Source: an optimization exercise on an open RTL-to-GDS flow (aim: small area). Production flows keep margins and buffers that such runs may drop. Function was checked by simulation only, so behaviour that the tests miss may differ from the original.

`flow/config.mk`:
```
export PLATFORM = sky130hd
export DESIGN_NAME = fm_demod
export DESIGN_NICKNAME = fm_demod
export VERILOG_FILES = /design/flow/design.v
export SDC_FILE = /design/flow/constraint.sdc
export NUM_CORES = 4
export LEC_CHECK = 0
export CAP_MARGIN = 20
export CORE_MARGIN = 2
export CORE_UTILIZATION = 40
export SLEW_MARGIN = 20
```
`flow/constraint.sdc`:
```
create_clock -name core_clock -period 35.0 [get_ports {clk}]
set_input_delay 7.0000 -clock core_clock [delete_from_list [all_inputs] [get_ports {clk}]]
set_output_delay 7.0000 -clock core_clock [all_outputs]
set_load 0.01 [all_outputs]
```
`flow/design.v`:
```
module filter(
    input CLK,
    input RSTn,
    input CE,
    input signed [9:0] FIR_IN,
    output reg signed [19:0] FIR_OUT
    );
reg signed [9:0] delay_pipeline1 ;
reg signed [9:0] delay_pipeline2 ;
reg signed [9:0] delay_pipeline3 ;
reg signed [9:0] delay_pipeline4 ;
reg signed [9:0] delay_pipeline5 ;
reg signed [9:0] delay_pipeline6 ;
reg signed [9:0] delay_pipeline7 ;
reg signed [9:0] delay_pipeline8 ;
reg signed [9:0] delay_pipeline9 ;
reg signed [9:0] delay_pipeline10 ;
reg signed [9:0] delay_pipeline11 ;
reg signed [9:0] delay_pipeline12 ;
reg signed [9:0] delay_pipeline13 ;
reg signed [9:0] delay_pipeline14 ;
reg signed [9:0] delay_pipeline15 ;
reg signed [9:0] delay_pipeline16 ;
reg signed [9:0] delay_pipeline17 ;
reg signed [9:0] delay_pipeline18 ;
reg signed [9:0] delay_pipeline19 ;
reg signed [9:0] delay_pipeline20 ;
reg signed [9:0] delay_pipeline21 ;
reg signed [9:0] delay_pipeline22 ;
reg signed [9:0] delay_pipeline23 ;
reg signed [9:0] delay_pipeline24 ;
reg signed [9:0] delay_pipeline25 ;
reg signed [9:0] delay_pipeline26 ;
reg signed [9:0] delay_pipeline27 ;
reg signed [9:0] delay_pipeline28 ;
reg signed [9:0] delay_pipeline29 ;
reg signed [9:0] delay_pipeline30 ;
reg signed [9:0] delay_pipeline31 ;
reg signed [9:0] delay_pipeline32 ;
reg signed [9:0] delay_pipeline33 ;
always@(posedge CLK or negedge RSTn)
      if(!RSTn)
             begin
                  delay_pipeline1 <=  10'b0 ;
                  delay_pipeline2 <=  10'b0 ;
                  delay_pipeline3 <=  10'b0 ;
                  delay_pipeline4 <=  10'b0 ;
                  delay_pipeline5 <=  10'b0 ;
                  delay_pipeline6 <=  10'b0 ;
                  delay_pipeline7 <=  10'b0 ;
                  delay_pipeline8 <=  10'b0 ;
                  delay_pipeline9 <=  10'b0 ;
                  delay_pipeline10 <= 10'b0 ;
                  delay_pipeline11 <= 10'b0 ;
                  delay_pipeline12 <= 10'b0 ;
                  delay_pipeline13 <= 10'b0 ;
                  delay_pipeline14 <= 10'b0 ;
                  delay_pipeline15 <= 10'b0 ;
                  delay_pipeline16 <= 10'b0 ;
                  delay_pipeline17 <= 10'b0 ;
                  delay_pipeline18 <= 10'b0 ;
                  delay_pipeline19 <= 10'b0 ;
                  delay_pipeline20 <= 10'b0 ;
                  delay_pipeline21 <= 10'b0 ;
                  delay_pipeline22 <= 10'b0 ;
                  delay_pipeline23 <= 10'b0 ;
                  delay_pipeline24 <= 10'b0 ;
                  delay_pipeline25 <= 10'b0 ;
                  delay_pipeline26 <= 10'b0 ;
                  delay_pipeline27 <= 10'b0 ;
                  delay_pipeline28 <= 10'b0 ;
                  delay_pipeline29 <= 10'b0 ;
                  delay_pipeline30 <= 10'b0 ;
                  delay_pipeline31 <= 10'b0 ;
                  delay_pipeline32 <= 10'b0 ;
                  delay_pipeline33 <= 10'b0 ;
             end
       else if(CE)
             begin
                  delay_pipeline1 <= FIR_IN     ;
                  delay_pipeline2 <= delay_pipeline1 ;
                  delay_pipeline3 <= delay_pipeline2 ;
                  delay_pipeline4 <= delay_pipeline3 ;
                  delay_pipeline5 <= delay_pipeline4 ;
                  delay_pipeline6 <= delay_pipeline5 ;
                  delay_pipeline7 <= delay_pipeline6 ;
                  delay_pipeline8 <= delay_pipeline7 ;
                  delay_pipeline9 <= delay_pipeline8 ;
                  delay_pipeline10 <=   delay_pipeline9;
                  delay_pipeline11 <=   delay_pipeline10 ;
                  delay_pipeline12 <=   delay_pipeline11 ;
                  delay_pipeline13 <=   delay_pipeline12 ;
                  delay_pipeline14 <=   delay_pipeline13 ;
                  delay_pipeline15 <=   delay_pipeline14 ;
                  delay_pipeline16 <=   delay_pipeline15 ;
                  delay_pipeline17 <=   delay_pipeline16 ;
                  delay_pipeline18 <=   delay_pipeline17 ;
                  delay_pipeline19 <=   delay_pipeline18 ;
                  delay_pipeline20 <=   delay_pipeline19 ;
                  delay_pipeline21 <=   delay_pipeline20 ;
                  delay_pipeline22 <=   delay_pipeline21 ;
                  delay_pipeline23 <=   delay_pipeline22 ;
                  delay_pipeline24 <=   delay_pipeline23 ;
                  delay_pipeline25 <=   delay_pipeline24 ;
                  delay_pipeline26 <=   delay_pipeline25 ;
                  delay_pipeline27 <=   delay_pipeline26 ;
                  delay_pipeline28 <=   delay_pipeline27 ;
                  delay_pipeline29 <=   delay_pipeline28 ;
                  delay_pipeline30 <=   delay_pipeline29 ;
                  delay_pipeline31 <=   delay_pipeline30 ;
                  delay_pipeline32 <=   delay_pipeline31 ;
                  delay_pipeline33 <=   delay_pipeline32 ;
             end
wire [7:0] coeff1  = 8'd110;
wire [7:0] coeff2  = 8'd55;
wire [7:0] coeff3  = 8'd68;
wire [7:0] coeff4  = 8'd82;
wire [7:0] coeff5  = 8'd96;
wire [7:0] coeff6  = 8'd110;
wire [7:0] coeff7  = 8'd125;
wire [7:0] coeff8  = 8'd139;
wire [7:0] coeff9  = 8'd153;
wire [7:0] coeff10 = 8'd167;
wire [7:0] coeff11 = 8'd179;
wire [7:0] coeff12 = 8'd190;
wire [7:0] coeff13 = 8'd199;
wire [7:0] coeff14 = 8'd206;
wire [7:0] coeff15 = 8'd212;
wire [7:0] coeff16 = 8'd215;
wire [7:0] coeff17 = 8'd216;
wire [7:0] coeff18 = 8'd215;
wire [7:0] coeff19 = 8'd212;
wire [7:0] coeff20 = 8'd206;
wire [7:0] coeff21 = 8'd199;
wire [7:0] coeff22 = 8'd190;
wire [7:0] coeff23 = 8'd179;
wire [7:0] coeff24 = 8'd167;
wire [7:0] coeff25 = 8'd153;
wire [7:0] coeff26 = 8'd139;
wire [7:0] coeff27 = 8'd125;
wire [7:0] coeff28 = 8'd110;
wire [7:0] coeff29 = 8'd96;
wire [7:0] coeff30 = 8'd82;
wire [7:0] coeff31 = 8'd68;
wire [7:0] coeff32 = 8'd55;
wire [7:0] coeff33 = 8'd110;
reg signed [19:0] multi_data1 ; 
reg signed [19:0] multi_data2 ;
reg signed [19:0] multi_data3 ;
reg signed [19:0] multi_data4 ;
reg signed [19:0] multi_data5 ;
reg signed [19:0] multi_data6 ;
reg signed [19:0] multi_data7 ;
reg signed [19:0] multi_data8 ;
reg signed [19:0] multi_data9 ;
reg signed [19:0] multi_data10 ;
reg signed [19:0] multi_data11 ; 
reg signed [19:0] multi_data12 ;
reg signed [19:0] multi_data13 ;
reg signed [19:0] multi_data14 ;
reg signed [19:0] multi_data15 ;
reg signed [19:0] multi_data16 ;
reg signed [19:0] multi_data17 ;
reg signed [19:0] multi_data18 ;
reg signed [19:0] multi_data19 ;
reg signed [19:0] multi_data20 ;
reg signed [19:0] multi_data21 ; 
reg signed [19:0] multi_data22 ;
reg signed [19:0] multi_data23 ;
reg signed [19:0] multi_data24 ;
reg signed [19:0] multi_data25 ;
reg signed [19:0] multi_data26 ;
reg signed [19:0] multi_data27 ;
reg signed [19:0] multi_data28 ;
reg signed [19:0] multi_data29 ;
reg signed [19:0] multi_data30 ;
reg signed [19:0] multi_data31 ; 
reg signed [19:0] multi_data32 ;
reg signed [19:0] multi_data33 ;
always@(posedge CLK or negedge RSTn)
      if(!RSTn)   begin                               
        multi_data1  <= 20'b0; 
        multi_data2  <= 20'b0;
        multi_data3  <= 20'b0;
        multi_data4  <= 20'b0;
        multi_data5  <= 20'b0;
        multi_data6  <= 20'b0;
        multi_data7  <= 20'b0;
        multi_data8  <= 20'b0;
        multi_data9  <= 20'b0;
        multi_data10 <= 20'b0;
        multi_data11 <= 20'b0;
        multi_data12 <= 20'b0;
        multi_data13 <= 20'b0;
        multi_data14 <= 20'b0;
        multi_data15 <= 20'b0;
        multi_data16 <= 20'b0;
        multi_data17 <= 20'b0;
        multi_data18 <= 20'b0;
        multi_data19 <= 20'b0;
        multi_data20 <= 20'b0;
        multi_data21 <= 20'b0;
        multi_data22 <= 20'b0;
        multi_data23 <= 20'b0;
        multi_data24 <= 20'b0;
        multi_data25 <= 20'b0;
        multi_data26 <= 20'b0;
        multi_data27 <= 20'b0;
        multi_data28 <= 20'b0;
        multi_data29 <= 20'b0;
        multi_data30 <= 20'b0;
        multi_data31 <= 20'b0;
        multi_data32 <= 20'b0;
        multi_data33 <= 20'b0;
        end
       else if(CE) begin
        multi_data1  <= delay_pipeline1  * coeff1  ;
        multi_data2  <= delay_pipeline2  * coeff2 ;
        multi_data3  <= delay_pipeline3  * coeff3 ;
        multi_data4  <= delay_pipeline4  * coeff4 ;
        multi_data5  <= delay_pipeline5  * coeff5 ;
        multi_data6  <= delay_pipeline6  * coeff6 ;
        multi_data7  <= delay_pipeline7  * coeff7 ;
        multi_data8  <= delay_pipeline8  * coeff8 ;
        multi_data9  <= delay_pipeline9  * coeff9 ;
        multi_data10 <= delay_pipeline10 * coeff10;
        multi_data11 <= delay_pipeline11 * coeff11;
        multi_data12 <= delay_pipeline12 * coeff12;
        multi_data13 <= delay_pipeline13 * coeff13;
        multi_data14 <= delay_pipeline14 * coeff14;
        multi_data15 <= delay_pipeline15 * coeff15;
        multi_data16 <= delay_pipeline16 * coeff16;
        multi_data17 <= delay_pipeline17 * coeff17;
        multi_data18 <= delay_pipeline18 * coeff18;
        multi_data19 <= delay_pipeline19 * coeff19;
        multi_data20 <= delay_pipeline20 * coeff20;
        multi_data21 <= delay_pipeline21 * coeff21;
        multi_data22 <= delay_pipeline22 * coeff22;
        multi_data23 <= delay_pipeline23 * coeff23;
        multi_data24 <= delay_pipeline24 * coeff24;
        multi_data25 <= delay_pipeline25 * coeff25;
        multi_data26 <= delay_pipeline26 * coeff26;
        multi_data27 <= delay_pipeline27 * coeff27;
        multi_data28 <= delay_pipeline28 * coeff28;
        multi_data29 <= delay_pipeline29 * coeff29;
        multi_data30 <= delay_pipeline30 * coeff30;
        multi_data31 <= delay_pipeline31 * coeff31;
        multi_data32 <= delay_pipeline32 * coeff32;
        multi_data33 <= delay_pipeline33 * coeff33;
       end
always@(posedge CLK or negedge RSTn)
      if(!RSTn)                                  
          FIR_OUT <= 20'b0 ;
       else if(CE)
       FIR_OUT <= multi_data1 + multi_data2 + multi_data3 + multi_data4 +multi_data5 + multi_data6 + multi_data7 + multi_data8 + multi_data9 + multi_data10+ multi_data11+ multi_data12+ multi_data13+ multi_data14+ multi_data15+ multi_data16+ multi_data17+ multi_data18+ multi_data19+ multi_data20+ multi_data21+ multi_data22+ multi_data23+ multi_data24+ multi_data25+ multi_data26+ multi_data27+ multi_data28+ multi_data29+ multi_data30+ multi_data31+ multi_data32+ multi_data33;
endmodule
module differentiator(
    input en,
    input clk,
    input rstn,
    input [2:0]channel,
    input [9:0] X,
    output wire [9:0] out,
    output wire filter_clk,
    output wire [9:0] un_filtered_out,
    output wire filter_ce_out
);
reg filter_clk_r;
reg filter_ce;
assign filter_ce_out = filter_ce;
assign filter_clk=filter_clk_r;
reg signed [9:0] XI0,XI1,XQ0,XQ1;
wire signed [19:0] temp1,temp2,temp3;
wire signed [9:0] temp4;
wire signed [19:0] filtered;
always @(posedge clk or negedge rstn) begin
    if(!rstn)begin
        XI0 <= 10'b0;
        XQ0 <= 10'b0;
        XI1 <= 10'b0;
        XQ1 <= 10'b0;
        filter_clk_r <= 1'b0;
        filter_ce <= 1'b0;
    end 
    else begin
    filter_ce <= en & ~filter_clk_r;
    if(en) begin
        filter_clk_r <= ~filter_clk_r;
        if(channel==3'b110)
        begin
            XI1 <= XI0;
            XI0 <= X - 10'd512 ;
        end
        else if(channel==3'b100)
        begin
            XQ1 <= XQ0;
            XQ0 <= X - 10'd512;
        end
    end
    end
end
assign temp1 = XI0*XQ1;
assign temp2 = XQ0*XI1;
assign temp3 = temp2 - temp1;
assign temp4 = temp3[19:10] + 10'd512;
assign out = filtered[19:10];
assign un_filtered_out=temp4;
filter filter(
    .CLK(clk),
    .RSTn(rstn),
    .CE(filter_ce),
    .FIR_IN(temp4),
    .FIR_OUT(filtered)
);
endmodule
module SNR_reader (
    input wire clk,
    input wire rstn,
    input wire ce,
    input wire [9:0] filtered,
    input wire [9:0] un_filtered,
    output wire [16:0] SNR
);
reg [7:0] counter;
reg [16:0] SNR_reg,un_filtered_sum,filtered_sum;
assign SNR = SNR_reg;
always @(posedge clk or negedge rstn) begin
    if(~rstn) begin
        counter <= 8'b0;
        SNR_reg <= 17'b0;
        un_filtered_sum <= 17'b0;
        filtered_sum <= 17'b0;
    end
    else if(ce) begin
        if(counter==8'd255) begin
            counter <= 8'b0;
            SNR_reg <= (un_filtered_sum==filtered_sum) ? 17'h1ffff : filtered_sum/(un_filtered_sum-filtered_sum);
            un_filtered_sum <= 17'b0;
            filtered_sum <= 17'b0;
        end
        else begin
            counter <= counter+1'b1;
            un_filtered_sum <= un_filtered_sum + un_filtered;
            filtered_sum <= filtered_sum + filtered;
        end
    end        
end
endmodule
module fm_demod(
    input clk,
    input rstn,
    input en,
    input [2:0] channel,
    input [9:0] X,
    output [9:0] out,
    output [9:0] un_filtered_out,
    output filter_clk,
    output [16:0] snr
);
wire filter_ce;
differentiator differentiator(
    .en(en),
    .clk(clk),
    .rstn(rstn),
    .channel(channel),
    .X(X),
    .out(out),
    .filter_clk(filter_clk),
    .un_filtered_out(un_filtered_out),
    .filter_ce_out(filter_ce)
);
SNR_reader SNR_reader(
    .clk(clk),
    .rstn(rstn),
    .ce(filter_ce),
    .filtered(out),
    .un_filtered(un_filtered_out),
    .SNR(snr)
);
endmodule
```
`flow/run.sh`:
```
#!/bin/bash
# synth_recipe.tcl (not shown) runs the flow's synth.tcl, then flattens the netlist and writes it again
# the make line also repeats each setting of config.mk as NAME=value (left out here)
make -C /OpenROAD-flow-scripts/flow DESIGN_CONFIG=/design/flow/config.mk WORK_HOME=/design/flow/orfs CLKGATE_MAP_FILE= SYNTH_SCRIPT=/design/flow/synth_recipe.tcl finish
```
==> impl_metrics.tcl <==
set metrics [dict create \
    drc 0 \
    cp-start-kind "flop" \
    crit_path_end_kind "flop" \
    cp.required_ns 35.65 \
    cpPeakStageDelay_ns 0.54 \
    hold_viol 0 \
    synthArstFlopShare 1.00 \
    tns_ns 0 \
    fp.dieW_um 515 \
    cts-root-buf "clkbuf_16" \
    grt_pass1_wl_um 449000 \
    synth_area_per_cell_um2 10.2 \
    yosysSeqAreaShare 0.225 \
    slew_viol_final 0 \
    die-area_um2 265000 \
    cts_hold_buf 0 \
    fillers 24300 \
    fin_crit_ns 32.95 \
    synth_edf_count 0 \
    port_buffers 53 \
    firstDrtPassIters 5 \
    arrival_ns 33.61 \
    vias 72100 \
    tritoncts "built" \
    ios 54 \
    max_freq_mhz 30.3 \
    timing.final.ws_setup_ns 2.05 \
    syn_area_um2 105000 \
    hold_path_class "flop to flop" \
    multi_input_area_um2 72300 \
    place_congestion 0.932 \
    grt_max_degree 206 \
    grtUsageTotal 0.217 \
    drt_iter0_drc 4001 \
    layout_worst_path_cycle_share 0.941 \
    die_h_um 515 \
    slew-limit-headroom 0.299 \
    outcome "complete, no violations" \
    max_cap_violations 0 \
    drt-total-wl_um 282000 \
    clock_sinks 938 \
    grt-ovfl-total 0 \
    slowest_stage "or4_1" \
    grt_pass1_vias 77600 \
    synthCells 10200 \
    place_hpwl_um 231000 \
    synth_fp_nets 13100 \
    synth_seq_cells 938 \
    final_nets 13600 \
    dp_slack_ns 0.510 \
    clock_latency_ns 0.78 \
    cts-htree-levels 3 \
    vias_per_cell 5.06 \
    yosysUniqueCellTypes 96 \
    core-area_um2 260000 \
    path_clk_slew_ns 0.07 \
    cp_max_fo 13 \
    finalSetupViolations 0 \
    crit_type "flop to flop" \
    skew_ns 0.0294 \
    layout-drive-gt1-share 0.133 \
    antenna_found_initial 8 \
    start_util 0.402 \
    yosysWarnings 3 \
    wl_per_cell_um 19.8 \
    cts_buffer_depth 3 \
    numCtsBuffers 116 \
    seq_area_um2 23500 \
    syn_to_final_growth_pct 12.4 \
    worst_pin_slew_ns 1.04 \
    ant_nets 0 \
    synth_ff_type "dfrtp_1" \
    rows 187 \
]
[per-stage QoR]
| stage | util | hold slack [ns] | cells | cell area (um^2) |
|---|---|---|---|---|
| 2_1_floorplan | - | 0.461 | 10200 | 105000 |
| 3_3_place_gp | 0.434 | 0.483 | 14000 | 113000 |
| 3_5_place_dp | 0.434 | 0.488 | 14000 | 113000 |
| 4_1_cts | 0.451 | 0.503 | 14300 | 117000 |
| 5_1_grt | 0.452 | 0.518 | 14300 | 117000 |
| 6_report | 0.452 | 0.494 | 14300 | 117000 |
[repair_timing]
item,4_1_cts,5_1_grt
gates resized for setup,0,80
setup buffers,0,8
endpoints found under the setup margin,0,2
[cells in the mapped netlist, drive strengths merged, types with 28 or more instances]
cell | count | share of area
nand2 | 537 | 0.019
ha | 1555 | 0.19
nor3 | 95 | 0.0046
or3 | 39 | 0.0023
a21oi | 469 | 0.023
o21bai | 159 | 0.011
xor2 | 111 | 0.0093
inv | 2171 | 0.078
and2 | 73 | 0.0044
o21ai | 462 | 0.022
nor2b | 54 | 0.0032
a31oi | 28 | 0.0017
nand4 | 37 | 0.0024
a21o | 135 | 0.0097
a211oi | 36 | 0.0026
a21boi | 34 | 0.0024
buf | 31 | 0.0015
o21a | 78 | 0.0056
nor2 | 361 | 0.013
dfrtp | 938 | 0.22
fa | 1268 | 0.24
mux2 | 545 | 0.059
xnor2 | 377 | 0.032
nand3 | 77 | 0.0037
clkbuf | 204 | 0.0073
[path summary, 6_finish.rpt]
path	start	to	slack [ns]	depth (start not counted)
max	SNR_reader.un_filtered_sum[0]$_DFFE_PN0P_	SNR_reader.SNR_reg[0]$_DFFE_PN0P_	2.05	173
min	differentiator.filter_clk_r$_DFFE_PN0P_	differentiator.filter_ce$_DFF_PN0_	0.49	1
max reg2reg	SNR_reader.un_filtered_sum[0]$_DFFE_PN0P_	SNR_reader.SNR_reg[0]$_DFFE_PN0P_	2.05	173
max in group asynchronous	rstn	differentiator.filter_ce$_DFF_PN0_	23.95	6
min reg2reg	differentiator.filter_clk_r$_DFFE_PN0P_	differentiator.filter_ce$_DFF_PN0_	0.49	1
min in group asynchronous	rstn	differentiator.filter.multi_data13[14]$_DFFE_PN0P_	6.15	1
[layer usage]
metal	global-route usage	wire, um	vias up
li1	-	-	34300
met1	0.294	127000	36300
met2	0.362	134000	1109
met3	0.0227	9770	395
met4	0.0767	10900	4
met5	0	26	-
[logic make-up (layout without fill, tap and decap cells)]
logic type / Yosys count / in the layout / share of synthesized area
xor gates and xnor gates: 488 / 488 / 0.0409
other: 0 / 1 / 0
buffers and inverters: 2408 / 3017 / 0.0868
and+or+nand+nor: 1425 / 1425 / 0.0636
AOI/OAI and AO/OA: 1598 / 1598 / 0.0944
adders and majority gates: 2823 / 2823 / 0.429
DFF: 938 / 938 / 0.225
muxes: 567 / 567 / 0.0608
[critical path: cells and delay by family (launching register included)]
| family | cells | cell delay [ns] |
|---|---|---|
| AOI/OAI and AO/OA | 69 | 12.36 |
| adders and majority gates | 18 | 5.08 |
| buffers and inverters | 23 | 3.54 |
| DFF | 1 | 0.35 |
| muxes | 5 | 1.41 |
| and+or+nand+nor | 58 | 10.05 |
[cell type report]
class	instances	area share
Clock buffer	154	0.0288
Tap cell	3402	0.0362
Sequential cell	938	0.200
Antenna cell	1	0.0000213
Multi-Input combinational cell	6901	0.616
Clock inverter	58	0.00768
Timing Repair Buffer	632	0.0420
Inverter	2173	0.0695
[cell usage in the layout, fill, tap and decap left out, types with 24 or more instances in the layout]
| cell type | instances |
|---|---|
| a21boi_0 | 33 |
| nand2_1 | 536 |
| clkdlybuf4s50_1 | 52 |
| nand3_1 | 71 |
| clkbuf_16 | 119 |
| and2_1 | 73 |
| a31oi_1 | 26 |
| nor2_1 | 354 |
| nor3_1 | 85 |
| o21bai_1 | 158 |
| xor2_1 | 111 |
| dfrtp_1 | 937 |
| clkbuf_8 | 27 |
| nor2b_1 | 54 |
| a21oi_1 | 455 |
| nand4_1 | 35 |
| mux2_2 | 545 |
| o21ai_0 | 442 |
| o211ai_1 | 24 |
| inv_1 | 2169 |
| xnor2_1 | 376 |
| a211oi_1 | 29 |
| o21a_1 | 78 |
| fa_1 | 1268 |
| a21o_1 | 135 |
| ha_1 | 1555 |
| buf_4 | 573 |
| nand2b_1 | 26 |
| or3_1 | 38 |

static timing again, ports no longer ideal:
No port has a modelled driver above. Below, the same layout with a new extraction and two added sets of constraints.
Step 1 sets driving cells, clkbuf_16 on the clock port and buf_2 on the other inputs (assumed; they add their load-dependent delay and slew).
Step 2, shift: input delay + t, output delay - t, t = (earliest + latest rising clock arrival at the registers) / 2. This alone moves slack from input paths to output paths.
Slacks: no drivers / after step 1 / after step 2; pairs: no drivers / after step 1.
t (ns): 0.875
setup slack, ns: 2.048 / 2.048 / 2.048
worst setup path at the end: register to register
pins driven straight from the clock port: 1
After both steps this run still meets setup and hold. For this run, drivers alone change the setup slack by 0.000 ns; drivers and shift together by 0.000 ns.
